Background: an optimization exercise with open tools, aiming at small area, a short achievable clock period and few clock cycles per item. Do not read the settings as production practice. RTL that was checked went through simulation tests only; none was proved equivalent to the original. For runs 5, 7 and 8, only the layout was checked, not whether the RTL still works. Power and IR drop assume default switching activity.

--- flow/standard.sh ---
#!/bin/bash
# synth_recipe.tcl (not shown) runs the flow's synth.tcl, then flattens the netlist and writes it again
# the make line also repeats each setting of config.mk as NAME=value (left out here)
make -C /OpenROAD-flow-scripts/flow DESIGN_CONFIG=/design/flow/config.mk WORK_HOME=/design/flow/orfs CLKGATE_MAP_FILE= SYNTH_SCRIPT=/design/flow/synth_recipe.tcl "${@:-finish}"
--- flow/design.v ---
module top(
    input start, op, reset, clock,
    input [31:0] data_a, data_b,
    output busy, ready,
    output [31:0] data_o
);
reg st1, st2;    
always @(posedge clock or posedge reset)
begin
    if(reset == 1'b1)
    begin
        st1 <= 1'b0;
        st2 <= 1'b0;
    end
    else
    begin
        st1 <= start & ~st1 & ~st2;
        st2 <= st1;
    end
end
assign busy  = st1;
assign ready = st2;
wire [7:0] xa = data_a[30:23];
wire [7:0] xb = data_b[30:23];
wire a127 = (xa == 8'd127);
wire b127 = (xb == 8'd127);
wire [7:0] dba;
wire bor;
assign {bor, dba} = {1'b0, xb ^ 8'h80} - {1'b0, xa ^ 8'h80};
wire [7:0] dab = xa - xb;
wire gt = ~a127 & (b127 | bor);
wire [7:0] d = gt ? dab : dba;
wire big  = (d[7:5] != 3'd0) | (d[4:3] == 2'b11 && d[2:0] != 3'd0);   
wire eq24 = (d == 8'd24);
wire [4:0] amt = d[4:0] | {5{big}};    
wire comp = op ^ data_a[31] ^ data_b[31];
wire sg = (comp & ~gt) ? (op ^ data_b[31]) : data_a[31];
wire [23:0] ma = {1'b1, data_a[22:0]};
wire [23:0] mb = {1'b1, data_b[22:0]};
wire za = ~|data_a[22:0];
wire zb = ~|data_b[22:0];
wire [22:0] ml = gt ? ma[22:0] : mb[22:0];    
wire [23:0] ms = gt ? mb : ma;                
wire [24:0] sh = {ms, 1'b0} >> amt;
wire [23:0] s = sh[24:1];
wire g = sh[0];
wire er24 = eq24 & (gt ? zb : za);
wire [23:0] sx = {s[23:1], s[0] | (er24 & comp)};
reg [22:0] r_l;
reg [23:0] r_t;
reg r_g, r_nc, r_gt, r_sg;
always @(posedge clock)
begin
    r_l  <= ml;
    r_t  <= sx;
    r_g  <= g & ~comp;
    r_nc <= ~comp;
    r_gt <= gt;
    r_sg <= sg;
end
wire [23:0] lf = {1'b1, r_l};
wire [23:0] tt = r_t ^ {24{~r_nc}};    
wire [23:0] hp = lf ^ tt;
wire [23:0] hq = lf & tt;
wire x0  = hp[0];
wire q24 = hq[23];
wire [22:0] pp = hp[23:1] ^ hq[22:0];
wire [22:0] gg = hp[23:1] & hq[22:0];
reg [22:0] gc, pc;    
reg [22:0] gn, pn;
integer l, i, k;
always @*
begin
    gc = gg;
    pc = pp;
    for (l = 0; l < 5; l = l + 1)
    begin
        gn = gc;
        pn = pc;
        for (i = 0; i < 23; i = i + 1)
            if (i & (1 << l))
            begin
                k = ((i >> l) << l) - 1;
                gn[i] = gc[i] | (pc[i] & gc[k]);
                pn[i] = pc[i] & pc[k];
            end
        gc = gn;
        pc = pn;
    end
end    
wire ov = r_nc & (gc[22] | q24);
wire e  = r_g & (ov | x0);
wire [22:0] cin = {gc[21:0], 1'b0} | ({pc[21:0], 1'b1} & {23{e}});
wire [22:0] u = pp ^ cin;    
wire [22:0] fr = ov ? u : {u[21:0], x0 ^ r_g};
wire [7:0] xl = r_gt ? xa : xb;
wire [7:0] xo = xl + {7'd0, ov};
assign data_o = {r_sg, xo, fr};
endmodule
--- flow/constraint.sdc ---
create_clock -name core_clock -period 9.0 [get_ports {clock}]
set_input_delay 1.8000 -clock core_clock [delete_from_list [all_inputs] [get_ports {clock}]]
set_output_delay 1.8000 -clock core_clock [all_outputs]
set_load 0.01 [all_outputs]
--- flow/flow/run.sh ---
#!/bin/bash
export BUFFER_PORTS_ARGS="-buffer_cell sky130_fd_sc_hd__buf_1"
bash standard.sh > standard.log 2>&1
--- flow/config.mk ---
export PLATFORM = sky130hd
export DESIGN_NAME = top
export DESIGN_NICKNAME = top
export VERILOG_FILES = /design/flow/design.v
export SDC_FILE = /design/flow/constraint.sdc
export NUM_CORES = 4
export LEC_CHECK = 0
export CAP_MARGIN = 20
export CORE_MARGIN = 2
export CORE_UTILIZATION = 60
export SETUP_SLACK_MARGIN = 2.6
export SLEW_MARGIN = 20
==> results of run 1 <==
-- final timing paths --
path,endpoint,start,cells after the start,slack (ns)
min,st2,st1,0,0.43
max in group asynchronous,st1,reset,2,7.62
min reg2reg,st2,st1,0,0.43
max,r_t[14],data_a[24],15,2.76
max reg2reg,st1,st1,1,8.30
min in group asynchronous,st2,reset,2,1.27
-- cell families (layout without fill, tap and decap cells) --
kind of cell / Yosys count / in the layout / synth area share [%]
XOR/XNOR: 56 / 56 / 7.84
AO/OA/AOI/OAI: 215 / 215 / 23.5
flip-flops: 53 / 53 / 16.6
multiplexers: 82 / 82 / 13.5
AND/OR/NAND/NOR: 275 / 275 / 20.6
adder cells (fa/ha/maj): 65 / 65 / 12.8
buffers and inverters: 80 / 154 / 5.12
-- layer usage --
metal  vias up  wire length (um)
met3        67              1720
met4         0               630
met5         -                 0
li1       3171                 -
met1      3095              8200
met2       335              9530
-- stage by stage --
stage / utilization [%] / cells / instance area (sq um) / total power, W / hold WS (ns)
floorplan: - / 826 / 6450 / 0.000980 / 0.435
global placement: 65.9 / 1022 / 6840 / 0.00119 / 0.384
detailed placement: 65.9 / 1022 / 6840 / 0.00121 / 0.403
CTS: 67.2 / 1032 / 6970 / 0.00136 / 0.429
global route: 68.0 / 1036 / 7050 / 0.00151 / 0.447
finish: 68.0 / 1036 / 7050 / 0.00141 / 0.426
-- state kept, by name, summed over array words and instances (netlist names) --
register,cells
r_t,24
r_l,23
r_g,1
r_gt,1
r_nc,1
r_sg,1
st1,1
st2,1
-- cell usage in the layout, fill, tap and decap left out, types with 15 or more instances in the layout --
cell,netlist,routed
a211oi_1,18,18
a21o_1,19,19
a21oi_1,48,46
buf_1,4,101
dfxtp_1,51,51
ha_1,63,61
inv_1,33,32
mux2_2,31,31
mux2i_1,48,48
nand2_1,99,99
nand3_1,22,21
nor2_1,56,54
o21ai_0,37,36
xnor2_1,39,39
xor2_1,15,15
-- power groups by stage --
stage / clock [W] / sequential, W / combinational [W]
floorplan: 0 / 0.000267 / 0.000712
global placement: 0 / 0.000275 / 0.000912
detailed placement: 0 / 0.000275 / 0.000935
CTS: 0.000143 / 0.000270 / 0.000949
global route: 0.000149 / 0.000272 / 0.00109
finish: 0.000141 / 0.000271 / 0.000994
-- final cells by class --
cell class                      instances  area, sq um
Clock buffer                            5         68.8
Clock inverter                          3         26.3
Fill cell                             914         3320
Inverter                               34          131
Multi-Input combinational cell        693         5100
Sequential cell                        53         1070
Tap cell                              136          170
Timing Repair Buffer                  111          479
Timing Repair inverter                  1         5.00
-- repair_timing --
action                     in CTS  in global routing
setup buffers                   1                  4
pin swaps                       0                  2
cloned                          1                  0
setup endpoints to repair      31                 43
gates resized for setup         7                 13
==> run_results.csv, run 1 <==
group,metric,value,unit
critical_path,end_kind,"register",
logic_synthesis,yosysSeqAreaShare,16.6,%
global_routing,antenna_found_initial,0,
power,leakage,2.98,nW
critical_path,critPathBufInv,3,
sta,setup_tns,0,ns
logic_synthesis,ys_ff_latch,53,
power,p_seq_share,19.2,%
critical_path,required,9.18,ns
placement,place_congestion,1.02,
global_routing,grt_busiest_layer,"met2",
sta,worst_pin_slew,0.712,ns
clocking,insertion_delay,0.32,ns
clocking,cts_buffer_depth,2,
die,die_width,108,um
routing,drt_wl_total,20100,um
placement,dpl_worst_slack,1.99,ns
die,ios,102,
global_routing,met2_usage,55.7,%
global_routing,grt_pass1_wl,30900,um
sta,finalCriticalPeriod,6.24,ns
clocking,ctsRootBufferMaster,"clkbuf_8",
sta,finClkSkew,0.0000706,ns
clocking,clk_pin_slew,0.12,ns
power,p_sw,0.000698,W
power,switching_share,49.6,%
clocking,cts_inserted_buffers,5,
logic_synthesis,mappedNetlistNets,959,
critical_path,start_kind,"primary input",
finish,drive_gt1_share,9.22,%
logic_synthesis,synthTopCellsByArea,"dfxtp_1 (16%), ha_1 (12%), mux2i_1 (7.5%), nand2_1 (5.8%), mux2_2 (5.4%)",
sta,fmax,0.160,GHz
sta,setup_slack,2.76,ns
power,clkPwrFrac,10.0,%
logic_synthesis,synth_area_per_cell,7.81,sq um
logic_synthesis,synthFlopType,"dfxtp_1",
sta,hold_viol_final,0,
sta,rsz0062_at_grt,"no",
placement,io_buffers,101,
logic_synthesis,yosysWarnings,1,
die,fp-row-count,37,
clocking,ctsHoldBuffers,0,
die,initial_core_util,62.2,%
global_routing,grt_overflow,0,
logic_synthesis,synthTopCellsByCount,"nand2_1 (99), ha_1 (63), nor2_1 (56)",
clocking,cts.sink_count,53,
critical_path,crit_family,"compound AO/OA/AOI/OAI gates",
finish,area_growth,9.35,%
routing,num_vias,6668,
critical_path,cp_max_fo,20,
sta,setup_violations,0,
logic_synthesis,synth_top_area_share,15.8,%
finish,fin_nets,1032,
power,peakVddDrop,0.000134,V
finish,diodes,0,
routing,antenna_left,0,
routing,drc,0,
power,p_int,0.000708,W
sta,period_share,69.3,%
global_routing,met3_usage,4.66,%
critical_path,cp_cell_sequence,"buf_1, inv_1, fa_1, a21o_1, a221oi_2, o311ai_4, buf_4, mux2i_2, xor2_1, a31oi_1, nand2_1, mux2i_1, mux2i_1, a211o_1, a21oi_1",
global_routing,grt_usage,33.5,%
logic_synthesis,synthArstFlopShare,3.77,%
power,comb_power_share,70.7,%
logic_synthesis,synth_edf_count,0,
clocking,tritoncts,"yes",
clocking,cts_max_level,2,
logic_synthesis,synth.most_common_cell,"nand2_1",
die,die-area,11600,sq um
flow_run,maxCapViolations,0,
critical_path,critPathArrivalTime,6.42,ns
routing,viasPerCell,6.44,
global_routing,grt_max_degree,46,
sta,slew_headroom,52.5,%
outcome,status,"finished clean",
global_routing,grt_use_met1,44.2,%
critical_path,cp_slowest_cell,"fa_1",
sta,report.final.slew_viol_count,0,
die,dieHeight,108,um
global_routing,grt_pass1_vias,6021,
logic_synthesis,syn_inst,826,
critical_path,crit_path_max_incr_delay,0.52,ns
placement,place.detailed.hpwl,15700,um
critical_path,worstSetupPathType,"primary input to register",
routing,wl_per_cell,19.4,um
routing,first_iter_violations,959,
routing,firstDrtPassIters,7,
power,power.density,199,nW/um^2
critical_path,path_common_cell,"mux2i_1",
logic_synthesis,synth.distinct_cells,79,
die,core_area,10400,sq um
logic_synthesis,yosysTopAreaCell,"dfxtp_1",
min_path,hold_class,"register to register",
logic_synthesis,synth_area,6450,sq um
Testbench counts, summed over its fixed seeds: cycles 9,600, ops 3,200.
==> run 2, diff against run 1 <==
--- a/flow/config.mk
+++ b/flow/config.mk
@@ -10,3 +10,3 @@
 export CORE_UTILIZATION = 60
-export SETUP_SLACK_MARGIN = 2.6
+export SETUP_SLACK_MARGIN = 3.3
 export SLEW_MARGIN = 20
==> run 2 against run 1 <==
Effect of this change: fmax fell by 0.92%; synthesized cell count unchanged; count of clock-buffer cells in the layout stayed put; worst hold slack got worse by 0.0067 ns; flip-flop and latch count stayed put; total power grew 43%; area after synthesis unchanged; die area unchanged; clock power is 6% higher; sequential share of layout area fell by 2.6 points; critical path type is now register to primary output; highest routed layer is now met5.
==> run_results.csv, run 2 <==
group,metric,value,unit
min_path,hold_depth,0,
global_routing,grt_usage,37.6,%
critical_path,r2r_setup_slack,8.31,ns
critical_path,r2r-end,"st1",
sta,finClkSkew,0.0000937,ns
power,finalPower,0.00201,W
global_routing,grt_pass1_vias,6575,
logic_synthesis,synthTopCellsByCount,"nand2_1 (99), ha_1 (63), nor2_1 (56)",
outcome,status,"finished clean",
logic_synthesis,synthTopCellsByArea,"dfxtp_1 (16%), ha_1 (12%), mux2i_1 (7.5%), nand2_1 (5.8%), mux2_2 (5.4%)",
power,switching_share,50.7,%
power,peakVddDrop,0.000182,V
clocking,ctsHoldBuffers,0,
sta,report.final.slew_viol_count,0,
logic_synthesis,synth_mux_area_share,13.5,%
sta,period_share,70.0,%
finish,multi_input_area,5910,sq um
finish,layout_common_cells,"nand2_1 (90), buf_1 (72), buf_4 (50), dfxtp_1 (50), nor2_1 (47)",
finish,area_growth,32.0,%
logic_synthesis,synth-adder-area-share,12.8,%
critical_path,required,7.20,ns
logic_synthesis,synth_top_family_by_area,"compound AO/OA/AOI/OAI gates",
logic_synthesis,yosysSeqAreaShare,16.6,%
critical_path,worstSetupPathType,"register to primary output",
sta,rsz0062_at_grt,"yes",
logic_synthesis,synth-compound-area-share,23.5,%
die,initial_core_util,62.2,%
finish,fill_cells,570,
finish,largest_reg_flops,24,
critical_path,start_kind,"register",
logic_synthesis,ys_ff_latch,53,
routing,drc,0,
clocking,clk_pin_slew,0.12,ns
finish,diodes,0,
routing,drt_wl_total,28800,um
placement,place.detailed.hpwl,15900,um
min_path,worstHoldStart,"st1",
power,leakage,3.55,nW
global_routing,antenna_found_initial,2,
placement,dpl_worst_slack,2.36,ns
placement,io_buffers,101,
clocking,cts_max_level,2,
routing,firstDrtPassIters,13,
critical_path,ff2ff_path_depth,1,
finish,top_regs,"r_t: 24 flops, r_l: 23 flops",
sta,fmax,0.159,GHz
routing,wl_per_cell,26.2,um
global_routing,grt_pass1_wl,34100,um
sta,hold_viol_final,0,
logic_synthesis,synth_edf_count,0,
clocking,tritoncts,"yes",
logic_synthesis,synth_area,6450,sq um
finish,seqCellArea,1070,sq um
sta,setup_violations,0,
finish,mostFrequentLayoutCell,"nand2_1",
global_routing,grt_max_degree,47,
logic_synthesis,synth_top_area_share,15.8,%
sta,slew_headroom,49.0,%
finish,fin_util,82.1,%
power,clkPwrFrac,7.4,%
die,fp-row-count,37,
die,die-area,11600,sq um
logic_synthesis,synthArstFlopShare,3.77,%
clocking,cts.sink_count,53,
min_path,whs_endpoint,"st2",
die,ios,102,
sta,finalCriticalPeriod,6.30,ns
routing,first_iter_violations,1920,
critical_path,timing.rr.start,"st1",
critical_path,crit_start,"r_nc",
clocking,insertion_delay,0.34,ns
power,power.density,237,nW/um^2
placement,place_congestion,1.08,
logic_synthesis,synth-simple-area-share,20.6,%
power,p_sw,0.00102,W
logic_synthesis,mappedNetlistNets,959,
global_routing,grt_overflow,0,
logic_synthesis,synth_area_per_cell,7.81,sq um
logic_synthesis,synth.most_common_cell,"nand2_1",
routing,viasPerCell,7.40,
clocking,ctsRootBufferMaster,"clkbuf_8",
sta,setup_slack,2.70,ns
critical_path,critPathArrivalTime,4.50,ns
finish,drive_gt1_share,28.6,%
critical_path,cp_max_fo,7,
logic_synthesis,synth.distinct_cells,79,
clocking,cts_inserted_buffers,5,
clocking,cts_buffer_depth,2,
routing,antenna_left,0,
logic_synthesis,synth_xor_xnor_area_share,7.84,%
logic_synthesis,yosysTopAreaCell,"dfxtp_1",
routing,num_vias,8113,
logic_synthesis,synthFlopType,"dfxtp_1",
power,comb_power_share,78.9,%
finish,fin_nets,1093,
power,p_int,0.000993,W
sta,setup_tns,0,ns
die,dieHeight,108,um
sta,timing.hold.ws,0.419,ns
critical_path,end_kind,"primary output",
die,core_area,10400,sq um
min_path,hold_class,"register to register",
finish,regMostFlops,"r_t",
die,die_width,108,um
flow_run,maxCapViolations,0,
sta,worst_pin_slew,0.760,ns
power,p_seq_share,13.7,%
logic_synthesis,yosysWarnings,1,
logic_synthesis,syn_inst,826,
-- run 2: worst max-delay path by stage --
| stage | to | slack [ns] | cells past startpoint |
|---|---|---|---|
| after global placement | r_t[13] | 2.53 | 16 |
| after detailed placement | r_t[9] | 2.36 | 16 |
| after global routing | data_o[7] | 2.55 | 19 |
| after CTS | data_o[30] | 3.16 | 17 |
| after floorplan | data_o[22] | 3.24 | 18 |
| final | data_o[7] | 2.70 | 18 |
-- run 2: kinds of logic (layout without fill, tap and decap cells) --
family | count (synthesis) | count (layout)
simple gates | 275 | 276
xor+xnor | 56 | 56
mux | 82 | 82
compound gates | 215 | 215
fa+ha+maj | 65 | 65
flops | 53 | 53
buf+inv | 80 | 214
-- run 2: power groups by stage --
stage,clock [W],sequential (W),combinational [W]
floorplan,0,0.000267,0.000714
global placement,0,0.000275,0.000920
detailed placement,0,0.000276,0.000938
CTS,0.000148,0.000272,0.00112
global route,0.000155,0.000277,0.00165
finish,0.000150,0.000275,0.00159
-- run 2: layout make-up --
| cell class | instances | area share (%) |
|---|---|---|
| clock inverters | 3 | 0.309 |
| multi-input cells | 694 | 69.4 |
| clock buffers | 5 | 0.808 |
| flip-flops and latches | 53 | 12.6 |
| well taps | 136 | 2.00 |
| inverters | 34 | 1.54 |
| repair buffers | 170 | 13.1 |
| repair inverters | 2 | 0.176 |
-- run 2: critical path, stage by stage, from the launching register on --
cell and delay (ns):
dfxtp_2 0.36, buf_12 0.15, buf_12 0.15, xnor2_1 0.20
ha_1 0.30, ha_4 0.28, a21o_1 0.16, a21o_1 0.23
a21oi_2 0.29, o21ai_2 0.16, a21oi_4 0.28, buf_4 0.20
o221ai_2 0.15, and3_1 0.25, a21oi_1 0.29, xnor2_1 0.22
nand2_1 0.15, o21ai_1 0.14, buf_2 0.16
-- run 2: per-stage QoR --
step / instances / cell area (sq um)
after CTS: 1064 / 7600
final: 1097 / 8510
after floorplan: 826 / 6460
after global routing: 1097 / 8510
after global placement: 1023 / 6840
after detailed placement: 1023 / 6840
-- run 2: routing by layer --
metal	up-vias	GRT usage, %	wire [um]
met1	3648	44.9	9480
met2	824	64.6	12000
met4	4	19.5	3280
li1	3304	-	-
met5	-	0	57
met3	333	6.23	4010
-- run 2: what timing repair did --
item	in CTS	in global routing
cloned	5	1
buffers inserted	28	32
resized for setup	85	164
pin swaps	16	71
hold endpoints to repair	0	0
setup endpoints to repair	51	47
==> run 3, diff against run 2 <==
--- a/flow/config.mk
+++ b/flow/config.mk
@@ -10,3 +10,3 @@
 export CORE_UTILIZATION = 60
-export SETUP_SLACK_MARGIN = 3.3
+export SETUP_SLACK_MARGIN = 3.0
 export SLEW_MARGIN = 20
==> run 3 against run 2 <==
Effect of this change: clock power down 5%; non-clock buffer count is 40 lower; core utilization decreased by 10 points; still clean on timing, DRC and antenna; setup slack better by 0.39 ns; register-to-register slack about the same; final cell count is 3.7% lower; total power fell by 25%; largest cell class unchanged; flip-flop and latch count stayed put; clock skew hardly changed; largest power group unchanged; sequential power is essentially flat; sequential share of layout area rose by 1.8 points.
==> run_results.csv, run 3 <==
group,metric,value,unit
die,dieHeight,108,um
routing,first_iter_violations,924,
sta,report.final.slew_viol_count,0,
clocking,ctsHoldBuffers,0,
routing,drc,0,
logic_synthesis,yosysTopAreaCell,"dfxtp_1",
sta,fmax,0.169,GHz
critical_path,required,7.20,ns
power,p_seq_share,18.0,%
critical_path,crit_start,"r_nc",
finish,drive_gt1_share,14.6,%
logic_synthesis,synth_edf_count,0,
min_path,worstHoldStart,"st1",
logic_synthesis,synthTopCellsByCount,"nand2_1 (99), ha_1 (63), nor2_1 (56)",
finish,regMostFlops,"r_t",
clocking,cts_buffer_depth,2,
clocking,insertion_delay,0.31,ns
placement,dp_cells,1024,
clocking,cts_inserted_buffers,5,
finish,area_growth,15.5,%
finish,fin_nets,1051,
critical_path,timing.rr.start,"st1",
placement,io_buffers,101,
critical_path,start_kind,"register",
routing,firstDrtPassIters,7,
finish,top_regs,"r_t: 24 flops, r_l: 23 flops",
logic_synthesis,synth_area_per_cell,7.81,sq um
finish,largest_reg_flops,24,
global_routing,grt_pass1_vias,6437,
power,comb_power_share,72.5,%
placement,place_congestion,0.977,
min_path,hold_class,"register to register",
power,power.density,202,nW/um^2
global_routing,grt_max_degree,48,
sta,period_share,65.6,%
power,p_int,0.000761,W
routing,drt_wl_total,21300,um
placement,place.detailed.hpwl,15700,um
clocking,ctsRootBufferMaster,"clkbuf_8",
power,p_sw,0.000744,W
routing,wl_per_cell,20.2,um
global_routing,antenna_found_initial,2,
critical_path,end_kind,"primary output",
finish,final_cells,1056,
finish,layout_common_cells,"buf_1 (97), nand2_1 (96), nor2_1 (55)",
global_routing,grt_usage,34.7,%
logic_synthesis,synthFlopType,"dfxtp_1",
power,switching_share,49.4,%
die,core_area,10400,sq um
logic_synthesis,yosysWarnings,1,
clocking,tritoncts,"yes",
logic_synthesis,synth.most_common_cell,"nand2_1",
logic_synthesis,ys_ff_latch,53,
critical_path,critPathArrivalTime,4.11,ns
logic_synthesis,synth_top_area_share,15.8,%
global_routing,grt_pass1_wl,32200,um
sta,setup_violations,0,
logic_synthesis,syn_inst,826,
power,peakVddDrop,0.000134,V
routing,num_vias,6993,
die,initial_core_util,62.2,%
flow_run,maxCapViolations,0,
critical_path,r2r_setup_slack,8.32,ns
logic_synthesis,synthTopCellsByArea,"dfxtp_1 (16%), ha_1 (12%), mux2i_1 (7.5%), nand2_1 (5.8%), mux2_2 (5.4%)",
sta,setup_tns,0,ns
finish,mostFrequentLayoutCell,"buf_1",
sta,hold_viol_final,0,
logic_synthesis,yosysSeqAreaShare,16.6,%
routing,antenna_left,0,
logic_synthesis,mappedNetlistNets,959,
sta,slew_headroom,49.5,%
power,leakage,3.14,nW
sta,finClkSkew,0.0000312,ns
logic_synthesis,synthArstFlopShare,3.77,%
sta,rsz0062_at_grt,"no",
sta,finalCriticalPeriod,5.91,ns
clocking,cts.sink_count,53,
outcome,status,"finished clean",
die,ios,102,
clocking,cts_max_level,2,
logic_synthesis,synth.distinct_cells,79,
sta,worst_pin_slew,0.758,ns
critical_path,cp_max_fo,8,
logic_synthesis,synth_area,6450,sq um
routing,viasPerCell,6.62,
die,die_width,108,um
clocking,clk_pin_slew,0.11,ns
die,fp-row-count,37,
power,clkPwrFrac,9.4,%
global_routing,grt_overflow,0,
critical_path,worstSetupPathType,"register to primary output",
die,die-area,11600,sq um
## run 3: cell type report
class	instances	area, sq um
diodes	1	2.50
clock buffers	5	68.8
clock inverters	3	25.0
fillers	809	2920
inverters	34	131
multi-input cells	693	5270
flip-flops and latches	53	1070
well taps	136	170
repair buffers	130	703
repair inverters	1	5.00
## run 3: critical path, cell delays in order, from the launching register on
cell and delay (ns):
dfxtp_4 0.40, buf_4 0.16, xnor2_1 0.16, ha_1 0.25, ha_1 0.43, a21o_1 0.20, a21oi_1 0.11, o21ai_1 0.23
a21oi_2 0.13, o211a_1 0.29, o31ai_4 0.32, a21bo_2 0.25, a21oi_2 0.10, o21ai_0 0.16, a21oi_1 0.10, a311oi_2 0.30
buf_1 0.19
## run 3: per-layer routing
layer / vias to the layer above / part of all wire, % / GRT usage (%)
li1: 3199 / - / -
met2: 453 / 47 / 59.8
met3: 76 / 9.5 / 5.02
met1: 3263 / 39 / 44.2
met5: - / 0.061 / 0
met4: 2 / 3.7 / 11.6
## run 3: what timing repair did
action / in CTS / in global routing
pin swaps: 2 / 8
endpoints found under the setup margin: 51 / 42
buffers inserted: 11 / 8
gates resized for setup: 21 / 52
cloned: 1 / 3
## run 3: cells by family (layout without fill, tap and decap cells)
kind of cell,after synthesis,in the layout,share of synthesized area (%)
flops,53,53,16.6
other cells,0,1,0
simple gates,275,275,20.6
mux,82,82,13.5
xor+xnor,56,56,7.84
compound gates,215,215,23.5
buf+inv,80,173,5.12
fa+ha+maj,65,65,12.8
## run 3: power groups by stage
stage | clock network, W | registers, W | logic (W)
2_1_floorplan | 0 | 0.000267 | 0.000713
3_3_place_gp | 0 | 0.000280 | 0.000913
3_5_place_dp | 0 | 0.000280 | 0.000939
4_1_cts | 0.000142 | 0.000271 | 0.000983
5_1_grt | 0.000152 | 0.000274 | 0.00118
6_report | 0.000142 | 0.000272 | 0.00109
## run 3: worst paths after layout
kind	to	cells past startpoint
min reg2reg	st2	0
min in group asynchronous	st2	2
max reg2reg	st1	1
min	st2	0
max	data_o[22]	16
max in group asynchronous	st1	2
## run 3: stage by stage
step / total power, W / utilization (%) / cell area (sq um) / hold WS (ns) / setup slack (ns)
CTS: 0.00140 / 68.6 / 7110 / 0.425 / 2.96
global route: 0.00161 / 71.8 / 7450 / 0.428 / 2.93
finish: 0.00151 / 71.9 / 7450 / 0.423 / 3.09
global placement: 0.00119 / 66.1 / 6850 / 0.386 / 2.21
floorplan: 0.000981 / - / 6450 / 0.435 / 3.14
detailed placement: 0.00122 / 66.1 / 6850 / 0.392 / 1.96
==> run 4, diff against run 3 <==
==> flow/flow/run.sh (replaced) <==
#!/bin/bash
export BUFFER_PORTS_ARGS="-buffer_cell sky130_fd_sc_hd__buf_1"
export RECOVER_POWER=100
bash standard.sh > standard.log 2>&1
==> run 4 against run 3 <==
Effect of this change: sequential power about the same; final area down 2.0%; fmax down 18%; critical endpoint is now r_t[2]; largest power group unchanged.
==> run_results.csv, run 4 <==
group,metric,value,unit
logic_synthesis,synthTopCellsByCount,"nand2_1 (99), ha_1 (63), nor2_1 (56)",
min_path,hold_class,"register to register",
sta,report.final.slew_viol_count,0,
finish,layout_common_cells,"nand2_1 (96), buf_1 (96), nor2_1 (56)",
placement,dp_cells,1024,
global_routing,grt_pass1_wl,32200,um
global_routing,grt_busiest_layer,"met2",
die,die-area,11600,sq um
logic_synthesis,synthArstFlopShare,3.77,%
die,ios,102,
finish,final_cells,1056,
finish,area_growth,13.2,%
routing,drt_wl_total,21400,um
placement,place_congestion,0.977,
global_routing,met3_usage,5.02,%
global_routing,grt_use_met1,44.2,%
sta,finClkSkew,0.0000312,ns
routing,drc,0,
clocking,ctsRootBufferMaster,"clkbuf_8",
routing,wl_per_cell,20.2,um
logic_synthesis,ys_ff_latch,53,
finish,drive_gt1_share,11.8,%
sta,hold_viol_final,0,
global_routing,grt_overflow,0,
clocking,tritoncts,"yes",
finish,fin_area,7300,sq um
power,peakVddDrop,0.000131,V
critical_path,worstSetupPathType,"primary input to register",
routing,firstDrtPassIters,8,
logic_synthesis,synth.most_common_cell,"nand2_1",
clocking,clk_pin_slew,0.11,ns
global_routing,grt_pass1_vias,6437,
sta,period_share,80.4,%
critical_path,path_depth,17,
outcome,status,"finished clean",
min_path,hold_depth,0,
logic_synthesis,synth.distinct_cells,79,
finish,largest_reg_flops,24,
critical_path,end_kind,"register",
critical_path,cp_cell_sequence,"clkbuf_1, inv_1, ha_1, and3_1, a221oi_1, o311ai_0, buf_12, inv_1, a2111oi_0, nand3_1, o41ai_1, clkbuf_1, nand3_2, nor2_1, a221oi_1, o21a_1, o32ai_1",
logic_synthesis,yosysTopAreaCell,"dfxtp_1",
critical_path,cp_max_fo,25,
critical_path,cp_slowest_cell,"o311ai_0",
sta,worst_pin_slew,1.27,ns
finish,regMostFlops,"r_t",
critical_path,r2r_setup_slack,8.32,ns
global_routing,grt_usage,34.7,%
critical_path,required,9.14,ns
critical_path,start_kind,"primary input",
power,leakage,3.08,nW
finish,fin_nets,1051,
critical_path,critPathArrivalTime,7.37,ns
global_routing,grt_max_degree,48,
logic_synthesis,synth_top_area_share,15.8,%
routing,num_vias,6930,
clocking,cts_buffer_depth,2,
logic_synthesis,synthTopCellsByArea,"dfxtp_1 (16%), ha_1 (12%), mux2i_1 (7.5%), nand2_1 (5.8%), mux2_2 (5.4%)",
die,core_area,10400,sq um
die,die_width,108,um
finish,top_regs,"r_t: 24 flops, r_l: 23 flops",
power,finalPower,0.00148,W
logic_synthesis,mappedNetlistNets,959,
routing,first_iter_violations,930,
clocking,ctsHoldBuffers,0,
logic_synthesis,synth_area_per_cell,7.81,sq um
global_routing,met2_usage,59.8,%
placement,place_area,6850,sq um
flow_run,maxCapViolations,0,
clocking,cts.sink_count,53,
logic_synthesis,synth_edf_count,0,
sta,setup_violations,0,
die,fp-row-count,37,
critical_path,crit_family,"compound AO/OA/AOI/OAI gates",
critical_path,ff2ff_path_depth,1,
die,dieHeight,108,um
sta,setup_tns,0,ns
critical_path,crit_path_max_incr_delay,0.76,ns
logic_synthesis,synthFlopType,"dfxtp_1",
sta,finalCriticalPeriod,7.24,ns
logic_synthesis,yosysSeqAreaShare,16.6,%
sta,rsz0062_at_grt,"no",
die,initial_core_util,62.2,%
sta,fmax,0.138,GHz
logic_synthesis,yosysWarnings,1,
routing,antenna_left,0,
routing,viasPerCell,6.56,
clocking,insertion_delay,0.31,ns
global_routing,antenna_found_initial,2,
sta,slew_headroom,15.4,%
logic_synthesis,syn_inst,826,
placement,place.detailed.hpwl,15700,um
logic_synthesis,synth_area,6450,sq um
clocking,cts_inserted_buffers,5,
power,power.density,203,nW/um^2
critical_path,critPathBufInv,5,
clocking,cts_max_level,2,
placement,io_buffers,101,
[run 4: logic make-up (layout without fill, tap and decap cells)]
kind of cell,Yosys count,count (layout),share of synthesized area (%)
flops,53,53,16.6
compound gates,215,215,23.5
xor+xnor,56,56,7.84
fa+ha+maj,65,65,12.8
other cells,0,1,0
buf+inv,80,173,5.12
mux,82,82,13.5
simple gates,275,275,20.6
[run 4: through the flow]
stage,hold WS (ns),setup slack (ns),util [%]
floorplan,0.435,3.14,-
global route,0.428,1.50,70.4
CTS,0.425,2.96,68.6
global placement,0.386,2.21,66.1
detailed placement,0.392,1.96,66.1
finish,0.423,1.76,70.4
[run 4: final cells by class]
cell class                 count  area (sq um)
multi-input combinational    693          5180
fill                         836          3070
sequential                    53          1070
timing repair buffer         130           647
tap                          136           170
inverter                      34           129
clock buffer                   5          68.8
clock inverter                 3          25.0
timing repair inverter         1          5.00
antenna                        1          2.50
[run 4: what timing repair did]
action,in CTS,in global routing
buffers inserted,11,8
cloned,1,3
endpoints found under the hold margin,0,0
endpoints found under the setup margin,51,42
gates resized for setup,21,52
pin swaps,2,8
[run 4: path summary, 6_finish.rpt]
| check | to | from |
|---|---|---|
| setup / recovery | r_t[2] | data_a[26] |
| hold / removal | st2 | st1 |
| setup reg to reg | st1 | st1 |
| hold reg to reg | st2 | st1 |
| max in group asynchronous | st1 | reset |
| min in group asynchronous | st2 | reset |
[run 4: power by group]
part	total, W	switching (W)	leakage (nW)	internal, W
logic	0.00107	0.000636	2.59	0.000432
clock network	0.000141	0.0000850	0.0447	0.0000564
registers	0.000271	0.0000154	0.447	0.000256
total	0.00148	0.000736	3.08	0.000744
[run 4: per-layer routing]
| metal | wire length, um | vias up |
|---|---|---|
| met1 | 8560 | 3232 |
| li1 | - | 3207 |
| met2 | 9990 | 403 |
| met4 | 916 | 2 |
| met5 | 13 | - |
| met3 | 1880 | 86 |
==> run 5, diff against run 4 <==
--- a/flow/design.v
+++ b/flow/design.v
@@ -96,3 +96,4 @@
 wire [7:0] xl = r_gt ? xa : xb;
-wire [7:0] xo = xl + {7'd0, ov};
+wire [7:0] xl1 = xl + 8'd1;
+wire [7:0] xo = ov ? xl1 : xl;
 assign data_o = {r_sg, xo, fr};
==> flow/flow/run.sh (replaced) <==
#!/bin/bash
export BUFFER_PORTS_ARGS="-buffer_cell sky130_fd_sc_hd__buf_1"
bash standard.sh > standard.log 2>&1
==> run 5 against run 4 <==
Effect of this change: area after synthesis up 3.2%; sequential power about the same; clock skew about the same; core utilization up 1.3 points; register-to-register slack about the same; first-iteration DRC count up 9.0%; total power up 8.0%; critical path type is now register to primary output; critical path depth unchanged; via count up 8.5%; synthesized cell count up 11%.
==> run_results.csv, run 5 <==
group,metric,value,unit
sta,finClkSkew,0.000111,ns
sta,report.final.slew_viol_count,0,
logic_synthesis,syn_inst,915,
logic_synthesis,mappedNetlistNets,1047,
finish,layout_common_cells,"nand2_1 (142), buf_1 (98), nor2_1 (55)",
critical_path,crit_family,"compound AO/OA/AOI/OAI gates",
outcome,status,"finished clean",
die,ios,102,
clocking,cts.sink_count,53,
die,core_area,10800,sq um
critical_path,crit_path_max_incr_delay,0.38,ns
critical_path,critPathBufInv,2,
routing,viasPerCell,6.57,
finish,top_regs,"r_t: 24 flops, r_l: 23 flops",
min_path,hold_class,"register to register",
logic_synthesis,synth_area,6650,sq um
routing,drt_wl_total,21900,um
finish,largest_reg_flops,24,
routing,drc,0,
critical_path,cp_slowest_cell,"dfxtp_4",
min_path,worstHoldStart,"st1",
flow_run,maxCapViolations,0,
sta,fmax,0.169,GHz
placement,place.detailed.hpwl,15800,um
logic_synthesis,ys_ff_latch,53,
sta,setup_tns,0,ns
finish,drive_gt1_share,12.3,%
finish,mostFrequentLayoutCell,"nand2_1",
logic_synthesis,synthTopCellsByCount,"nand2_1 (145), ha_1 (62), nor2_1 (57)",
finish,area_growth,16.8,%
die,die_width,109,um
die,dieHeight,109,um
power,finalPower,0.00160,W
placement,place_congestion,0.978,
critical_path,required,7.20,ns
sta,finalCriticalPeriod,5.90,ns
die,die-area,11900,sq um
sta,period_share,65.6,%
global_routing,grt_overflow,0,
logic_synthesis,synth.most_common_cell,"nand2_1",
clocking,tritoncts,"yes",
logic_synthesis,yosysWarnings,1,
min_path,hold_depth,0,
logic_synthesis,yosysTopAreaCell,"dfxtp_1",
power,peakVddDrop,0.000197,V
sta,rsz0062_at_grt,"yes",
routing,antenna_left,0,
global_routing,grt_pass1_wl,32700,um
critical_path,timing.rr.start,"st1",
min_path,whs_endpoint,"st2",
sta,hold_viol_final,0,
clocking,insertion_delay,0.30,ns
logic_synthesis,yosysSeqAreaShare,16.1,%
critical_path,path_common_cell,"o21ai_2",
placement,dp_cells,1109,
critical_path,end_kind,"primary output",
critical_path,start_kind,"register",
logic_synthesis,synthFlopType,"dfxtp_1",
logic_synthesis,synth_top_area_share,15.3,%
power,power.density,206,nW/um^2
global_routing,grt_pass1_vias,6513,
critical_path,ff2ff_path_depth,1,
die,fp-row-count,38,
routing,num_vias,7518,
logic_synthesis,synthTopCellsByArea,"dfxtp_1 (15%), ha_1 (12%), nand2_1 (8.2%), xnor2_1 (5.7%), mux2i_1 (5.6%)",
finish,fin_nets,1134,
sta,slew_headroom,55.7,%
finish,regMostFlops,"r_t",
routing,firstDrtPassIters,6,
critical_path,cp_cell_sequence,"clkbuf_16, xnor2_1, ha_1, ha_4, a21oi_1, o21ai_2, a221o_1, a21oi_2, o21ai_2, a21oi_4, o21ai_4, a21o_1, a31oi_4, o21a_4, mux2_2, and3_1, buf_1",
clocking,ctsRootBufferMaster,"clkbuf_8",
power,leakage,3.22,nW
logic_synthesis,synthArstFlopShare,3.77,%
critical_path,r2r-end,"st1",
critical_path,cp_max_fo,6,
die,initial_core_util,61.4,%
logic_synthesis,synth_area_per_cell,7.27,sq um
global_routing,antenna_found_initial,1,
clocking,cts_inserted_buffers,5,
critical_path,r2r_setup_slack,8.32,ns
clocking,cts_buffer_depth,2,
logic_synthesis,synth_edf_count,0,
routing,wl_per_cell,19.2,um
sta,worst_pin_slew,0.663,ns
clocking,ctsHoldBuffers,0,
logic_synthesis,synth.distinct_cells,77,
sta,setup_violations,0,
clocking,cts_max_level,2,
routing,first_iter_violations,1014,
critical_path,worstSetupPathType,"register to primary output",
global_routing,grt_usage,34.5,%
placement,io_buffers,101,
clocking,clk_pin_slew,0.09,ns
critical_path,critPathArrivalTime,4.10,ns
finish,final_cells,1144,
global_routing,grt_max_degree,61,
-- run 5: changes by cell type after synthesis, moves of 8 or more --
| cell | delta |
|---|---|
| nand2_1 | +46 |
| buf_2 | +13 |
| a31oi_1 | +10 |
| nand3_1 | +27 |
| nand4_1 | +8 |
| o211ai_1 | +9 |
| mux2i_1 | -11 |
| nor3_1 | +19 |
| mux2_2 | -19 |
| o21ai_0 | +13 |
-- run 5: through the flow --
| step | worst slack, ns | hold WS [ns] | utilization, % | area [sq um] |
|---|---|---|---|---|
| after global routing | 2.87 | 0.435 | 71.7 | 7770 |
| final | 3.10 | 0.427 | 71.7 | 7770 |
| after detailed placement | 1.91 | 0.401 | 64.7 | 7010 |
| after global placement | 2.06 | 0.383 | 64.7 | 7010 |
| after floorplan | 3.01 | 0.435 | - | 6660 |
| after CTS | 2.96 | 0.426 | 67.8 | 7350 |
-- run 5: timing repair --
action | in CTS | in global routing
cloned | 3 | 1
pin swaps | 8 | 24
setup buffers | 8 | 14
endpoints found under the setup margin | 52 | 47
resized for setup | 33 | 62
-- run 5: where the power goes --
part | switching, W | leakage (nW) | internal [W]
Combinational | 0.000698 | 2.74 | 0.000501
Clock | 0.0000727 | 0.0374 | 0.0000548
Sequential | 0.0000163 | 0.447 | 0.000257
Total | 0.000787 | 3.22 | 0.000812
-- run 5: worst max path at each step --
| stage | slack, ns | startpoint | depth (start not counted) | to |
|---|---|---|---|---|
| floorplan | 3.01 | r_nc | 17 | data_o[9] |
| CTS | 2.96 | r_nc | 17 | data_o[21] |
| detailed placement | 1.91 | data_a[24] | 17 | r_t[3] |
| finish | 3.10 | r_nc | 17 | data_o[21] |
| global route | 2.87 | r_nc | 16 | data_o[11] |
| global placement | 2.06 | data_a[24] | 17 | r_t[3] |
-- run 5: logic make-up after synthesis --
kind of cell	synth area share, %
DFF	16.1
and+or+nand+nor	25.7
muxes	8.48
adders and majority gates	12.3
AOI/OAI and AO/OA	24.2
xor gates and xnor gates	7.11
buffers and inverters	6.11
-- run 5: layout make-up --
class	count	area, sq um
repair buffers	133	721
fillers	912	3070
multi-input cells	773	5570
diodes	1	2.50
clock buffers	6	72.6
clock inverters	2	15.0
well taps	140	175
inverters	36	135
flip-flops and latches	53	1070
-- run 5: routing by layer --
layer | part of all wire (%) | GRT usage [%] | vias up
met3 | 9.0 | 3.85 | 79
met5 | 0 | 0 | -
met4 | 3.4 | 11.3 | 0
li1 | - | - | 3517
met2 | 46 | 54.7 | 473
met1 | 42 | 48.7 | 3449
==> run 6, diff against run 5 <==
--- a/flow/design.v
+++ b/flow/design.v
@@ -96,4 +96,3 @@
 wire [7:0] xl = r_gt ? xa : xb;
-wire [7:0] xl1 = xl + 8'd1;
-wire [7:0] xo = ov ? xl1 : xl;
+wire [7:0] xo = xl + {7'd0, ov};
 assign data_o = {r_sg, xo, fr};
--- a/flow/config.mk
+++ b/flow/config.mk
@@ -7,3 +7,3 @@
 export LEC_CHECK = 0
-export CAP_MARGIN = 20
+export CAP_MARGIN = 0
 export CORE_MARGIN = 2
@@ -11,2 +11,2 @@
 export SETUP_SLACK_MARGIN = 3.0
-export SLEW_MARGIN = 20
+export SLEW_MARGIN = 0
==> run 6 against run 5 <==
Effect of this change: still clean; first-iteration DRC count is 8.9% lower; register-to-register slack hardly changed; via count is 7.0% lower; synthesized cell count is 9.7% lower; core utilization is 0.17 points higher; critical path depth is 1 lower; worst hold slack worse by 0.0038 ns; global-route usage is 0.25 points higher; setup slack worse by 0.0045 ns; final cell count is 7.7% lower; largest power group unchanged.
==> run_results.csv, run 6 <==
group,metric,value,unit
outcome,status,"finished clean",
power,switching_share,49.4,%
global_routing,grt_overflow,0,
placement,place.detailed.hpwl,15700,um
logic_synthesis,yosysTopAreaCell,"dfxtp_1",
routing,first_iter_violations,924,
critical_path,required,7.20,ns
routing,firstDrtPassIters,7,
critical_path,start_kind,"register",
sta,finalCriticalPeriod,5.91,ns
logic_synthesis,ys_ff_latch,53,
logic_synthesis,synth_top_area_share,15.8,%
routing,drc,0,
die,ios,102,
finish,fill_cells,809,
sta,rsz0062_at_grt,"no",
flow_run,maxCapViolations,0,
die,die_width,108,um
global_routing,grt_pass1_vias,6437,
logic_synthesis,syn_inst,826,
logic_synthesis,synth.distinct_cells,79,
logic_synthesis,synthArstFlopShare,3.77,%
sta,setup_tns,0,ns
power,comb_power_share,72.5,%
power,p_sw,0.000744,W
finish,regMostFlops,"r_t",
critical_path,end_kind,"primary output",
placement,place_congestion,0.977,
power,leakage,3.14,nW
logic_synthesis,yosysWarnings,1,
sta,slew_headroom,49.5,%
global_routing,met2_usage,59.8,%
logic_synthesis,synth_edf_count,0,
routing,wl_per_cell,20.2,um
sta,report.final.slew_viol_count,0,
finish,area_growth,15.5,%
critical_path,crit_family,"compound AO/OA/AOI/OAI gates",
sta,hold_viol_final,0,
routing,num_vias,6993,
logic_synthesis,mappedNetlistNets,959,
clocking,tritoncts,"yes",
logic_synthesis,synth.most_common_cell,"nand2_1",
power,power.density,202,nW/um^2
sta,setup_violations,0,
logic_synthesis,synth_area_per_cell,7.81,sq um
clocking,ctsHoldBuffers,0,
clocking,cts.sink_count,53,
logic_synthesis,synthTopCellsByCount,"nand2_1 (99), ha_1 (63), nor2_1 (56)",
routing,viasPerCell,6.62,
clocking,cts_inserted_buffers,5,
power,p_seq_share,18.0,%
logic_synthesis,synth_area,6450,sq um
placement,io_buffers,101,
finish,largest_reg_flops,24,
critical_path,critPathBufInv,2,
global_routing,met3_usage,5.02,%
min_path,hold_class,"register to register",
critical_path,cp_slowest_cell,"ha_1",
die,die-area,11600,sq um
logic_synthesis,synthTopCellsByArea,"dfxtp_1 (16%), ha_1 (12%), mux2i_1 (7.5%), nand2_1 (5.8%), mux2_2 (5.4%)",
global_routing,grt_busiest_layer,"met2",
power,clkPwrFrac,9.4,%
die,fp-row-count,37,
routing,drt_wl_total,21300,um
sta,period_share,65.6,%
critical_path,cp_cell_sequence,"buf_4, xnor2_1, ha_1, ha_1, a21o_1, a21oi_1, o21ai_1, a21oi_2, o211a_1, o31ai_4, a21bo_2, a21oi_2, o21ai_0, a21oi_1, a311oi_2, buf_1",
finish,layout_common_cells,"buf_1 (97), nand2_1 (96), nor2_1 (55)",
power,peakVddDrop,0.000134,V
finish,final_cells,1056,
clocking,cts_buffer_depth,2,
finish,fin_nets,1051,
finish,top_regs,"r_t: 24 flops, r_l: 23 flops",
sta,finClkSkew,0.0000312,ns
global_routing,grt_max_degree,48,
global_routing,grt_use_met1,44.2,%
clocking,ctsRootBufferMaster,"clkbuf_8",
die,core_area,10400,sq um
critical_path,critPathArrivalTime,4.11,ns
critical_path,worstSetupPathType,"register to primary output",
logic_synthesis,yosysSeqAreaShare,16.6,%
clocking,insertion_delay,0.31,ns
die,initial_core_util,62.2,%
clocking,cts_max_level,2,
critical_path,crit_path_max_incr_delay,0.43,ns
global_routing,grt_usage,34.7,%
power,p_int,0.000761,W
global_routing,grt_pass1_wl,32200,um
clocking,clk_pin_slew,0.11,ns
die,dieHeight,108,um
critical_path,cp_max_fo,8,
placement,dp_cells,1024,
routing,antenna_left,0,
logic_synthesis,synthFlopType,"dfxtp_1",
finish,mostFrequentLayoutCell,"buf_1",
sta,fmax,0.169,GHz
global_routing,antenna_found_initial,2,
finish,drive_gt1_share,14.6,%
sta,worst_pin_slew,0.758,ns
[run 6: cell count changes after synthesis, sizes merged, moves of 9 or more]
cell    change
nand2      -45
nand3      -27
mux2       +21
o21ai      -19
nor3       -18
buf        -13
mux2i      +11
a31oi      -10
o211ai      -9
[run 6: kinds of logic after synthesis]
| logic type | synth area share (%) |
|---|---|
| simple gates | 20.6 |
| fa+ha+maj | 12.8 |
| compound gates | 23.5 |
| xor+xnor | 7.84 |
| flops | 16.6 |
| mux | 13.5 |
| buf+inv | 5.12 |
[run 6: power by group through the flow]
stage                     logic [W]  registers [W]  clock network, W
final                       0.00109       0.000272          0.000142
after global routing        0.00118       0.000274          0.000152
after CTS                  0.000983       0.000271          0.000142
after detailed placement   0.000939       0.000280                 0
after global placement     0.000913       0.000280                 0
after floorplan            0.000713       0.000267                 0
[run 6: final timing paths]
path | from | end | slack, ns | cells after the start
min reg2reg | st1 | st2 | 0.42 | 0
max | r_nc | data_o[22] | 3.09 | 16
max reg2reg | st1 | st1 | 8.32 | 1
min | st1 | st2 | 0.42 | 0
min in group asynchronous | reset | st2 | 1.28 | 2
max in group asynchronous | reset | st1 | 7.61 | 2
[run 6: final cells by class]
type / count / area [sq um] / area share [%]
Timing Repair Buffer: 130 / 703 / 9.44
Clock buffer: 5 / 68.8 / 0.924
Sequential cell: 53 / 1070 / 14.4
Clock inverter: 3 / 25.0 / 0.336
Antenna cell: 1 / 2.50 / 0.0336
Tap cell: 136 / 170 / 2.28
Timing Repair inverter: 1 / 5.00 / 0.0672
Inverter: 34 / 131 / 1.76
Multi-Input combinational cell: 693 / 5270 / 70.7
[run 6: repair_timing]
item	4_1_cts	5_1_grt
pin swaps	2	8
endpoints found under the setup margin	51	42
setup buffers	11	8
resized for setup	21	52
cloned	1	3
[run 6: per-layer routing]
| metal | vias to the layer above | share of wire (%) |
|---|---|---|
| li1 | 3199 | - |
| met1 | 3263 | 39 |
| met2 | 453 | 47 |
| met3 | 76 | 9.5 |
| met4 | 2 | 3.7 |
| met5 | - | 0.061 |
[run 6: through the flow]
step | worst slack [ns] | power (W) | hold slack (ns) | utilization, % | area, sq um
6_report | 3.09 | 0.00151 | 0.423 | 71.9 | 7450
5_1_grt | 2.93 | 0.00161 | 0.428 | 71.8 | 7450
4_1_cts | 2.96 | 0.00140 | 0.425 | 68.6 | 7110
3_5_place_dp | 1.96 | 0.00122 | 0.392 | 66.1 | 6850
3_3_place_gp | 2.21 | 0.00119 | 0.386 | 66.1 | 6850
2_1_floorplan | 3.14 | 0.000981 | 0.435 | - | 6450
Testbench counts of run 6, summed over its fixed seeds: cycles 9,600, ops 3,200.
==> run 7, diff against run 6 <==
==> flow/design.v (replaced) <==
module top(
    input start, op, reset, clock,
    input [31:0] data_a, data_b,
    output busy, ready,
    output [31:0] data_o
);
reg st1, st2;    
always @(posedge clock or posedge reset)
begin
    if(reset == 1'b1)
    begin
        st1 <= 1'b0;
        st2 <= 1'b0;
    end
    else
    begin
        st1 <= start & ~st1 & ~st2;
        st2 <= st1;
    end
end
assign busy  = st1;
assign ready = st2;
wire [7:0] xa = data_a[30:23];
wire [7:0] xb = data_b[30:23];
wire [7:0] ea = xa - 8'd127;
wire [7:0] eb = xb - 8'd127;
wire gt = ea > eb;
wire [7:0] dab = xa - xb;
wire [7:0] dba = xb - xa;
wire [7:0] d = gt ? dab : dba;
wire comp = op ^ data_a[31] ^ data_b[31];
wire sg = (comp & ~gt) ? (op ^ data_b[31]) : data_a[31];
wire [23:0] ma = {1'b1, data_a[22:0]};
wire [23:0] mb = {1'b1, data_b[22:0]};
wire [22:0] ml = gt ? ma[22:0] : mb[22:0];    
wire [23:0] ms = gt ? mb : ma;                
wire big = (d[7:5] != 3'd0) | (d[4:3] == 2'b11 && d[2:0] != 3'd0);
wire [4:0] amt = d[4:0] | {5{big}};
wire [24:0] sh = {ms, 1'b0} >> amt;
wire [23:0] s = sh[24:1];
wire g = sh[0];
wire er24 = (d == 8'd24) & ~|ms[22:0];
wire [23:0] t = comp ? ~{s[23:1], s[0] | er24} : s;
reg [22:0] r_l;
reg [23:0] r_t;
reg r_g, r_nc, r_gt, r_sg;
always @(posedge clock)
begin
    r_l  <= ml;
    r_t  <= t;
    r_g  <= g & ~comp;
    r_nc <= ~comp;
    r_gt <= gt;
    r_sg <= sg;
end
wire [24:0] x = {2'b01, r_l} + {1'b0, r_t};
wire ov = r_nc & x[24];
wire [22:0] y = ov ? x[23:1] : x[22:0];
wire [22:0] fr = y + {22'd0, r_g};
wire [7:0] xl = r_gt ? xa : xb;
wire [7:0] xo = xl + {7'd0, ov};
assign data_o = {r_sg, xo, fr};
endmodule
==> flow/run.sh (new file) <==
#!/bin/bash
# synth_recipe.tcl (not shown) runs the flow's synth.tcl, then flattens the netlist and writes it again
# the make line also repeats each setting of config.mk as NAME=value (left out here)
make -C /OpenROAD-flow-scripts/flow DESIGN_CONFIG=/design/flow/config.mk WORK_HOME=/design/flow/orfs CLKGATE_MAP_FILE= SYNTH_SCRIPT=/design/flow/synth_recipe.tcl finish
--- a/flow/config.mk
+++ b/flow/config.mk
@@ -7,6 +7,5 @@
 export LEC_CHECK = 0
-export CAP_MARGIN = 0
+export CAP_MARGIN = 20
 export CORE_MARGIN = 2
-export CORE_UTILIZATION = 60
-export SETUP_SLACK_MARGIN = 3.0
-export SLEW_MARGIN = 0
+export CORE_UTILIZATION = 40
+export SLEW_MARGIN = 20
removed: flow/flow/run.sh
removed: flow/standard.sh
==> run 7 against run 6 <==
Effect of this change: sequential share of layout area down 1.8 points; largest power group unchanged; non-clock buffer count down 17; count of clock-buffer cells in the layout up 1; largest cell class unchanged; area after synthesis up 11%.
==> run_results.csv, run 7 <==
group,metric,value,unit
logic_synthesis,synthArstFlopShare,3.77,%
sta,finClkSkew,0.000254,ns
finish,largest_reg_flops,24,
critical_path,start_kind,"register",
logic_synthesis,yosysTopAreaCell,"dfxtp_1",
critical_path,critPathArrivalTime,6.16,ns
outcome,status,"finished clean",
placement,io_buffers,101,
sta,setup_violations,0,
sta,worst_pin_slew,0.958,ns
global_routing,antenna_found_initial,2,
logic_synthesis,ys_ff_latch,53,
clocking,cts_buffer_depth,2,
sta,fmax,0.126,GHz
finish,mostFrequentLayoutCell,"nand2_1",
finish,seqCellArea,1070,sq um
logic_synthesis,yosysWarnings,1,
logic_synthesis,synth.distinct_cells,77,
die,fp-row-count,48,
die,core_area,17400,sq um
routing,first_iter_violations,520,
clocking,cts_max_level,2,
placement,place.detailed.hpwl,17800,um
global_routing,grt_max_degree,32,
global_routing,grt_pass1_vias,6696,
routing,num_vias,7342,
clocking,tritoncts,"yes",
power,finalPower,0.00184,W
finish,area_growth,18.5,%
logic_synthesis,synthTopCellsByCount,"nand2_1 (134), nor2_1 (63), xnor2_1 (63)",
power,power.density,217,nW/um^2
sta,setup_tns,0,ns
placement,place_congestion,0.944,
routing,wl_per_cell,17.5,um
sta,rsz0062_at_grt,"no",
routing,drt_wl_total,22100,um
logic_synthesis,synthTopCellsByArea,"dfxtp_1 (14%), ha_1 (8.7%), xnor2_1 (7.7%), nand2_1 (7.0%), mux2i_1 (6.8%)",
finish,layout_common_cells,"nand2_1 (134), clkdlybuf4s50_1 (101), xnor2_1 (63)",
clocking,cts.sink_count,53,
finish,fill_cells,1749,
critical_path,end_kind,"primary output",
clocking,cts-resized-gates,0,
routing,viasPerCell,5.81,
finish,fin_nets,1157,
logic_synthesis,syn_inst,968,
global_routing,grt_pass1_wl,35400,um
critical_path,r2r_setup_slack,8.31,ns
clocking,ctsRootBufferMaster,"clkbuf_16",
placement,place_area,8330,sq um
finish,top_regs,"r_t: 24 flops, r_l: 23 flops",
die,die-area,19000,sq um
logic_synthesis,mappedNetlistNets,1089,
logic_synthesis,synth.most_common_cell,"nand2_1",
die,initial_core_util,41.2,%
power,peakVddDrop,0.000136,V
clocking,ctsHoldBuffers,0,
critical_path,cp_max_fo,9,
placement,dp_cells,1254,
sta,slew_headroom,36.2,%
logic_synthesis,synth_top_area_share,14.2,%
clocking,clk_pin_slew,0.07,ns
finish,multi_input_area,5750,sq um
logic_synthesis,yosysSeqAreaShare,14.9,%
clocking,insertion_delay,0.29,ns
die,die_width,138,um
logic_synthesis,synth_edf_count,0,
routing,drc,0,
die,ios,102,
die,dieHeight,138,um
global_routing,grt_overflow,0,
sta,timing.hold.ws,0.430,ns
min_path,hold_class,"register to register",
logic_synthesis,synth_area_per_cell,7.41,sq um
sta,finalCriticalPeriod,7.96,ns
power,leakage,3.41,nW
finish,fin_area,8500,sq um
logic_synthesis,synth_area,7170,sq um
sta,period_share,88.4,%
routing,antenna_left,0,
finish,final_cells,1263,
clocking,post_cts_buffers,0,
global_routing,grt_usage,23.3,%
critical_path,required,7.20,ns
logic_synthesis,synthFlopType,"dfxtp_1",
finish,regMostFlops,"r_t",
sta,hold_viol_final,0,
clocking,cts_inserted_buffers,5,
routing,firstDrtPassIters,8,
critical_path,worstSetupPathType,"register to primary output",
flow_run,maxCapViolations,0,
finish,drive_gt1_share,5.50,%
sta,report.final.slew_viol_count,0,
run 7: final timing paths:
check,startpoint,endpoint,cells after the start
setup reg to reg,st1,st1,1
hold / removal,st1,st2,0
hold reg to reg,st1,st2,0
max in group asynchronous,reset,st1,2
setup / recovery,r_l[0],data_o[21],20
min in group asynchronous,reset,st2,2
run 7: logic make-up (layout without fill, tap and decap cells):
family	Yosys count	after routing	synth area share, %
and+or+nand+nor	369	369	24.7
AOI/OAI and AO/OA	252	252	24.3
xor gates and xnor gates	91	91	11.1
buffers and inverters	85	154	5.01
muxes	65	65	10.5
adders and majority gates	53	53	9.56
DFF	53	53	14.9
other	0	1	0
run 7: where the power goes:
part	switching [W]	internal (W)	total, W
sequential	0.0000230	0.000277	0.000300
clock	0.0000837	0.000132	0.000216
combinational	0.000748	0.000577	0.00132
run 7: critical path, stage by stage (launching register included):
cell and delay [ns]:
dfxtp_1 0.30, ha_1 0.23, fa_1 0.46, a21o_1 0.24
a221o_1 0.36, a211oi_2 0.43, o211ai_1 0.21, a311o_1 0.41
nand2_2 0.18, nand2_1 0.07, o21ai_0 0.08, ha_1 0.21
and2_1 0.18, nand4_1 0.18, nor4_1 0.70, o2111a_1 0.42
nand4b_1 0.20, nor3_1 0.24, xor2_1 0.09, mux2i_1 0.15
clkdlybuf4s50_1 0.55
run 7: final cells by class:
class,count,area share [%]
tap,225,3.31
timing repair buffer,113,13.0
inverter,33,1.46
sequential,53,12.6
antenna,1,0.0295
multi-input combinational,830,67.7
clock buffer,6,1.52
clock inverter,2,0.456
run 7: per-layer routing:
layer | track usage, % | up-vias | share of wire [%]
li1 | - | 3695 | -
met1 | 31.6 | 3379 | 45
met2 | 39.1 | 232 | 47
met3 | 2.30 | 36 | 5.6
met4 | 7.03 | 0 | 2.2
met5 | 0 | - | 0
run 7: metrics by stage:
stage               setup slack [ns]  util, %
CTS                             1.03     48.8
detailed placement              1.37     47.8
finish                          1.04     48.8
floorplan                       2.31        -
global route                   0.559     48.8
global placement                1.46     47.8
==> run 8, diff against run 7 <==
--- a/flow/config.mk
+++ b/flow/config.mk
@@ -10,2 +10,3 @@
 export CORE_UTILIZATION = 40
+export SETUP_SLACK_MARGIN = 3
 export SLEW_MARGIN = 20
==> run 8 against run 7 <==
Effect of this change: setup slack better by 1.3 ns; clock power decreased by 9.7%; global-route usage increased by 1.8 points; clock skew is essentially flat; count of clock-buffer cells in the layout fell by 1; core utilization is 5.4 points higher; largest power group unchanged.
==> run_results.csv, run 8 <==
group,metric,value,unit
routing,drc,0,
placement,dpl_worst_slack,1.59,ns
global_routing,grt_pass1_vias,7235,
logic_synthesis,synth_area_per_cell,7.41,sq um
clocking,cts.sink_count,53,
critical_path,required,7.20,ns
routing,met3_length,1360,um
die,fp-row-count,48,
sta,setup_slack,2.32,ns
sta,finClkSkew,0.0000275,ns
logic_synthesis,yosysTopAreaCell,"dfxtp_1",
global_routing,grt_max_degree,36,
logic_synthesis,synth_xor_xnor_area_share,11.1,%
routing,routed.top_layer,"met4",
die,core_area,17400,sq um
routing,wl_per_cell,18.5,um
placement,place_area,8380,sq um
sta,slew_headroom,15.0,%
die,initial_core_util,41.2,%
logic_synthesis,mappedNetlistNets,1089,
critical_path,worstSetupPathType,"register to primary output",
finish,area_growth,31.7,%
logic_synthesis,synth_mux_area_share,10.5,%
logic_synthesis,synth_top_family_by_area,"simple AND/OR/NAND/NOR gates",
power,peakVddDrop,0.000140,V
outcome,status,"finished clean",
global_routing,grt_overflow,0,
logic_synthesis,synthFlopType,"dfxtp_1",
finish,fin_area,9440,sq um
logic_synthesis,synthTopCellsByCount,"nand2_1 (134), nor2_1 (63), xnor2_1 (63)",
clocking,clk_pin_slew,0.08,ns
logic_synthesis,synth_edf_count,0,
sta,timing.hold.ws,0.410,ns
sta,rsz0062_at_grt,"yes",
sta,worst_pin_slew,1.27,ns
logic_synthesis,syn_inst,968,
sta,finalCriticalPeriod,6.68,ns
logic_synthesis,synthTopCellsByArea,"dfxtp_1 (14%), ha_1 (8.7%), xnor2_1 (7.7%), nand2_1 (7.0%), mux2i_1 (6.8%)",
die,dieHeight,138,um
critical_path,critPathArrivalTime,4.88,ns
power,power.density,211,nW/um^2
routing,wl_met2,12000,um
flow_run,maxCapViolations,0,
routing,firstDrtPassIters,5,
logic_synthesis,synth_top_area_share,14.2,%
routing,antenna_left,0,
global_routing,grt_pass1_wl,38200,um
clocking,ctsRootBufferMaster,"clkbuf_16",
logic_synthesis,yosysSeqAreaShare,14.9,%
clocking,cts_max_level,2,
logic_synthesis,yosysWarnings,1,
routing,drt_wl_total,24600,um
placement,dp_cells,1251,
clocking,cts_buffer_depth,2,
die,ios,102,
sta,setup_tns,0,ns
routing,first_iter_violations,542,
clocking,ctsHoldBuffers,0,
logic_synthesis,synth.distinct_cells,77,
sta,report.final.slew_viol_count,0,
finish,layout_common_cells,"nand2_1 (130), clkdlybuf4s50_1 (63), xnor2_1 (60)",
critical_path,start_kind,"register",
clocking,cts_inserted_buffers,5,
finish,fill_cells,1683,
routing,wl_met1,10600,um
global_routing,antenna_found_initial,0,
sta,fmax,0.150,GHz
critical_path,cp_max_fo,3,
logic_synthesis,synth-compound-area-share,24.3,%
finish,diodes,0,
logic_synthesis,synthArstFlopShare,3.77,%
routing,viasPerCell,5.87,
clocking,tritoncts,"yes",
finish,regMostFlops,"r_t",
critical_path,end_kind,"primary output",
routing,num_vias,7807,
placement,io_buffers,101,
logic_synthesis,synth.most_common_cell,"nand2_1",
placement,place_congestion,0.971,
finish,top_regs,"r_t: 24 flops, r_l: 23 flops",
logic_synthesis,synth_area,7170,sq um
finish,drive_gt1_share,19.9,%
sta,setup_violations,0,
die,die_width,138,um
finish,fin_nets,1225,
die,die-area,19000,sq um
logic_synthesis,synth-adder-area-share,9.56,%
global_routing,grt_usage,25.1,%
finish,final_cells,1330,
finish,largest_reg_flops,24,
logic_synthesis,ys_ff_latch,53,
sta,period_share,74.2,%
logic_synthesis,synth-simple-area-share,24.7,%
finish,mostFrequentLayoutCell,"nand2_1",
clocking,insertion_delay,0.30,ns
power,leakage,3.92,nW
placement,place.detailed.hpwl,18100,um
sta,hold_viol_final,0,
min_path,hold_class,"register to register",
run 8: cell counts after synthesis:
No cell type changed its count.
run 8: cells by family after synthesis:
group	Yosys count
compound gates	252
xor+xnor	91
fa+ha+maj	53
buf+inv	85
flops	53
mux	65
simple gates	369
run 8: layout make-up:
cell class | instances | area (sq um) | area share [%]
Multi-Input combinational cell | 830 | 6170 | 65.3
Timing Repair Buffer | 181 | 1640 | 17.4
Sequential cell | 53 | 1070 | 11.4
Tap cell | 225 | 282 | 2.98
Inverter | 33 | 131 | 1.39
Clock buffer | 5 | 125 | 1.33
Clock inverter | 3 | 21.3 | 0.225
run 8: worst paths after layout:
kind	depth (start not counted)	slack, ns	end	from
worst max-delay path	23	2.32	data_o[21]	r_l[0]
worst min-delay path	0	0.41	st2	st1
worst max register to register	1	8.32	st1	st1
worst min register to register	0	0.41	st2	st1
max in group asynchronous	2	7.24	st2	reset
min in group asynchronous	2	1.65	st1	reset
run 8: routing by layer:
layer	vias to the layer above	GRT usage, %
met2	293	43.7
met1	3639	32.9
met5	-	0
met4	0	7.37
met3	50	2.27
li1	3825	-
run 8: metrics by stage:
step                utilization (%)  power, W
finish                         54.2   0.00200
global route                   54.2   0.00213
CTS                            52.1   0.00190
detailed placement             48.1   0.00165
global placement               48.1   0.00164
floorplan                         -   0.00123
run 8: report_power, final:
group | switching (W) | internal, W | total, W | leakage (nW)
Clock | 0.0000911 | 0.000104 | 0.000195 | 0.0702
Combinational | 0.000867 | 0.000630 | 0.00150 | 3.39
Sequential | 0.0000267 | 0.000277 | 0.000304 | 0.455
run 8: repair_timing:
item / CTS / global route
pin swaps: 33 / 24
endpoints found under the setup margin: 55 / 50
gates resized for setup: 137 / 74
gates cloned: 2 / 1
setup buffers: 45 / 23
endpoints found under the hold margin: 0 / 0
run 8: worst max-delay path, cell delays in order, from the launching register on:
cell and delay [ns]:
dfxtp_2 0.33, ha_4 0.16, fa_2 0.34, a21o_1 0.20, a221o_1 0.37, a211oi_4 0.27
o211ai_1 0.15, a311o_1 0.32, nand2_2 0.10, buf_12 0.11, nand2_4 0.04, o21ai_2 0.05
ha_2 0.20, and2_4 0.14, nand4_1 0.18, nor4_4 0.36, o2111a_2 0.31, buf_6 0.11
nand4b_1 0.16, buf_4 0.20, nor3_2 0.11, xor2_1 0.15, mux2i_1 0.08, buf_2 0.14

## port drivers added, routing unchanged
How much do the figures lean on ideal ports? The routed layouts below were timed once more, with nothing changed but the port constraints. Step 1: set_driving_cell puts a clkbuf_16 on clock and a buf_2 on each other input, an assumption about the parent block. Step 2 adds t to the input delays and takes it off the output delays; t is the mean of the earliest and latest rising clock arrival at the registers after step 1. Input paths then give back, and output paths get back, about the clock's delay inside the block. a / b / c = no drivers / after step 1 / after step 2; a / b = the first two.
run | shift t [ns] | setup WS [ns] | worst hold slack (ns) | worst setup path after step 2
run 1 | 0.346 | 2.761 / 2.769 / 2.423 | 0.426 / 0.426 / 0.426 | input to register
run 2 | 0.363 | 2.703 / 2.670 / 2.620 | 0.419 / 0.419 / 0.419 | input to register
run 3 | 0.343 | 3.092 / 3.056 / 2.773 | 0.423 / 0.423 / 0.423 | input to register
run 4 | 0.341 | 1.764 / 1.774 / 1.434 | 0.423 / 0.423 / 0.423 | input to register
run 5 | 0.326 | 3.097 / 3.067 / 2.931 | 0.427 / 0.427 / 0.427 | input to register
run 6 | 0.343 | 3.092 / 3.056 / 2.773 | 0.423 / 0.423 / 0.423 | input to register
run 7 | 0.327 | 1.042 / 1.005 / 1.332 | 0.430 / 0.430 / 0.430 | register to output
run 8 | 0.336 | 2.318 / 2.278 / 2.614 | 0.410 / 0.410 / 0.410 | register to output
After both steps setup and hold are still met in every run listed. For run 1, which loses most, drivers alone change the setup slack by +0.008 ns; drivers and shift together by -0.338 ns.
